From an optimization exercise on the open Yosys and OpenROAD flow, aimed at small area; shortcuts taken in it are not production practice.
Only simulation tests tie the RTL to the original design; equivalence was not proved.

==> inputs of trial 69 <==
// ERM16_microprocessor
module ERM16_microprocessor (input logic init,clk,input logic [15:0] DI,output logic [15:0] ADDR_BUS,DO,output logic wrmem,ioe,intreq);
==> module ERM16_microprocessor, before the edit <==
module ERM16_microprocessor (input logic init,clk,input logic [15:0] DI,output logic [15:0] ADDR_BUS,DO,output logic wrmem,ioe,intreq);
  logic we3, rst, hlt, wrpc, pcen, prefix, jump, ch, ret, wrflags, seladdr, flagbit;
  logic [1:0] spc_b;
  logic stwr;
  logic [4:0] func;
  logic [6:0]  q_ir;
  logic [8:0]  q_op;
  logic [15:0] RD1, RD2, a, b, imm, PC, A_ALU, B_ALU, y, WD3;
  logic bh;
  logic [2:0]  A1, A3;
  logic [5:0]  flags, flags_in;
  logic [12:0] rs;
  logic mdld;
  always_ff @(posedge clk) begin
    {q_ir, q_op[5:0]} <= mdld ? rs : {DI[15:9], DI[5:0]};
    q_op[8:6] <= DI[8:6];
  end
  assign imm = {{10{q_op[5]}}, q_op[5:0]};
  assign A1  = ret ? 3'b111 : q_op[8:6];
  assign A3  = ch  ? 3'b111 : q_op[8:6];
  always_comb begin
    WD3 = stwr ? DI : y;
  end
  logic md_e, mul_e, sh_e;
  logic [15:0] boh, bin;
  logic b16e, bz;
  assign md_e  = (func == 5'b00010) | (func == 5'b00011) | (func == 5'b00100) | (func[4:1] == 4'b0011);
  assign mul_e = (func == 5'b00010) | (func == 5'b00110);
  assign sh_e  = (func[4:1] == 4'b0011);
  always_comb
    for (int i = 0; i < 16; i++) boh[i] = (B_ALU[15:4] == 12'd0) && (B_ALU[3:0] == 4'(i));
  assign b16e = sh_e & (B_ALU == 16'd16);
  assign bin  = sh_e ? boh : B_ALU;
  logic v1, v2, m1, qs1, k1, a_stale, smul;
  logic [2:0] d1;
  logic [12:0] R;           
  logic [15:0] X;           
  logic [6:0]  rin0;
  logic [5:0]  abs;
  logic [15:10] qs;
  logic [3:0]  q3;
  logic [16:0] r3o;
  logic [15:0] mdres;
  assign smul = v1 ? m1 : mul_e;
  assign mdld = md_e | v1;
  assign R    = {q_ir, q_op[5:0]};
  assign rin0 = v1 ? R[6:0] : 7'd0;
  assign abs  = v1 ? X[15:10] : a[15:10];
  mdu_rows #(6, 11)  mdus(.rin(rin0), .abit(abs), .b(bin), .b16(1'b0), .mul(smul), .q(qs), .rout(rs));
  mdu_rows #(12, 15) mdu3(.rin(R), .abit(X[15:12]), .b(b), .b16(bh), .mul(m1), .q(q3), .rout(r3o));
  always_ff @(posedge clk) begin
    v1 <= md_e;
    v2 <= v1 & ~rst;
    if (md_e) begin
      m1 <= mul_e; qs1 <= (func == 5'b00011) | (func == 5'b00111); k1 <= sh_e; d1 <= A3;
    end
    X <= {v1 ? X[9:0] : a[9:0], qs};
    a_stale <= (A1 == d1);
  end
  assign bz = (b == 16'd0);
  assign mdres = qs1 ? ((k1 & bz) ? 16'd0 : {X[11:0], q3}) : r3o[15:0];
  logic fwd1, rf_we;
  logic [2:0] rf_wa;
  logic [15:0] rf_wd;
  assign fwd1  = v2 & (A1 == d1);
  assign rf_we = (we3 & ~md_e) | v2;
  assign rf_wa = v2 ? d1 : A3;
  assign rf_wd = WD3;    
  reg_file regfile(.clk(clk), .rst(rst), .RA1(A1), .RA2(q_op[5:3]), .WA3(rf_wa), .WE3(rf_we), .WD3(rf_wd), .RD1(RD1), .RD2(RD2));
  always_ff @(posedge clk) begin
    if (rst) a <= 16'h0; else a <= fwd1 ? mdres : RD1;
    b <= (md_e | v1) ? bin : RD2;
    bh <= md_e ? b16e : bh;
  end
  assign A_ALU = wrflags ? a : PC;
  always_comb begin
    case (spc_b)
      2'd0:    B_ALU = b;
      2'd1:    B_ALU = imm;
      default: B_ALU = 16'd2;
    endcase
  end
  alu16 ALU(.a(A_ALU), .b(B_ALU), .func(func), .f3in(flags[3]), .md_v(v2), .md_res(mdres), .flagsout(flags_in), .y(y));
  always_ff @(posedge clk) begin
    if (rst) flags <= 6'h0;
    else if (wrflags) flags <= flags_in;
    else if (v2 & m1 & ~k1) flags[4] <= r3o[16];
    else if (v2 & m1 & k1) flags[3] <= r3o[16];
  end
  muxflags mux_Jcc(.DI(flags), .sel(jsel), .DO(flagbit));
  logic [2:0] jsel;
  always_ff @(posedge clk) begin
    if (rst) PC <= 16'h0;
    else if (pcen) PC <= jump ? (prefix ? imm : a) : y;
  end
  always_ff @(posedge clk) begin
    if (rst) ADDR_BUS <= 16'h0; else ADDR_BUS <= seladdr ? b : PC;
    if (rst) DO <= 16'h0; else if (!hlt) DO <= (v2 & a_stale) ? mdres : a;
  end
  control_unit cb(.opcode(q_ir), .clk(clk), .state_flag_bit(flagbit), .init(init),
    .wrmem(wrmem), .ioe(ioe), .intreq(intreq), .we3(we3), .rst(rst), .hlt(hlt), .wrpc(wrpc), .pcen(pcen),
    .prefix(prefix), .jump(jump), .ch(ch), .ret(ret), .wrflags(wrflags), .seladdr(seladdr),
    .jsel(jsel), .func(func), .stwr(stwr), .spc_b(spc_b));
endmodule
clock: 30.0 ns
lec_check: 0
abc_area: 1
cap_margin: 20
core_margin: 2
core_utilization: 55
cts_buf_list: sky130_fd_sc_hd__clkbuf_8
cts_cluster_diameter: 60
cts_cluster_size: 16
place_density: 0.7
slew_margin: 20
standard.sh (not shown) runs the stock make flow with config.mk's settings and CLKGATE_MAP_FILE= SYNTH_SCRIPT=/design/flow/synth_recipe.tcl, a recipe that flattens the netlist after the stock synthesis.
==> flow/flow/run.sh <==
#!/bin/bash
# The standard layout (standard.sh, unchanged), with two settings passed to ORFS:
# - the input and output port buffers are made from the smallest buffer cell (every port
#   still gets its own buffer);
set -euo pipefail
export BUFFER_PORTS_ARGS="-buffer_cell sky130_fd_sc_hd__buf_1"
export CTS_ARGS="-sink_clustering_enable -repair_clock_nets -sink_clustering_size 16 -sink_clustering_max_diameter 60 -buf_list sky130_fd_sc_hd__clkbuf_8 -dont_use_dummy_load"
bash standard.sh > standard_flow.log 2>&1
==> inputs of build 62, as changes to trial 69 <==
--- a/flow/design.v
+++ b/flow/design.v
@@ -241,7 +241,5 @@
   logic [5:0]  flags, flags_in;
-  logic [12:0] rs;
-  logic mdld;
   always_ff @(posedge clk) begin
-    {q_ir, q_op[5:0]} <= mdld ? rs : {DI[15:9], DI[5:0]};
-    q_op[8:6] <= DI[8:6];
+    q_ir <= DI[15:9];
+    q_op <= DI[8:0];
   end
@@ -270,2 +268,3 @@
   logic [15:10] qs;
+  logic [12:0] rs;
   logic [3:0]  q3;
@@ -274,4 +273,2 @@
   assign smul = v1 ? m1 : mul_e;
-  assign mdld = md_e | v1;
-  assign R    = {q_ir, q_op[5:0]};
   assign rin0 = v1 ? R[6:0] : 7'd0;
@@ -286,2 +283,3 @@
     end
+    R <= rs;
     X <= {v1 ? X[9:0] : a[9:0], qs};
==> qor summary <==
Startpoint of the worst hold path: trial 69 a[3]; build 62 X[0]
Data required time at the worst endpoint: trial 69 30.38 ns; build 62 30.35 ns
All-Layer GR Usage: trial 69 41.7%; build 62 38.8%
Data arrival time of the critical path: trial 69 28.02 ns; build 62 27.61 ns
Layout non-clock buf frac: trial 69 2.32%; build 62 2.06%
Max-slew headroom: trial 69 14.3%; build 62 23.5%
Result of the run: trial 69 complete, no violations; build 62 complete, no violations
XOR/XNOR Fraction of Synth Area: trial 69 1.20%; build 62 1.41%
Horizontal die dimension: trial 69 197 um; build 62 197 um
Register cell area after layout: trial 69 0.00723 mm2; build 62 0.00749 mm2
Initial antenna violation count: trial 69 2; build 62 0
Filler instances: trial 69 3,509; build 62 3,429
Final worst setup slack: trial 69 2.35 ns; build 62 2.74 ns
Synthesized-area fraction occupied by and/or/nand/nor cells: trial 69 21.0%; build 62 19.7%
Number of clock sinks: trial 69 287; build 62 300
Met2 track demand over resource in global routing: trial 69 61.2%; build 62 60.4%
Logic depth of the worst register-to-register path: trial 69 79; build 62 80
Global routing met1 resource utilization: trial 69 56.3%; build 62 50.7%

[afterwards: timing with drivers on the ports]
Ports are ideal in the flow. The routed layouts listed here were re-timed in OpenROAD. Step 1 assumes that a clkbuf_16 drives the clock port and a buf_2 every other input. Step 2 adds t to the input delays and takes it off the output delays; t is the mean of the earliest and latest rising clock arrival at the registers after step 1. Input paths then give back, and output paths get back, about the clock's delay inside the block. Slacks: ideal / step 1 / step 2; pairs: ideal / step 1.
run	t (ns)	slack for setup (ns)	clock arrival spread, ns
trial 69	0.689	2.353 / 2.353 / 2.353	0.058 / 0.059
build 62	0.669	2.744 / 2.744 / 2.744	0.108 / 0.107
After both steps setup and hold are still met in every run listed.
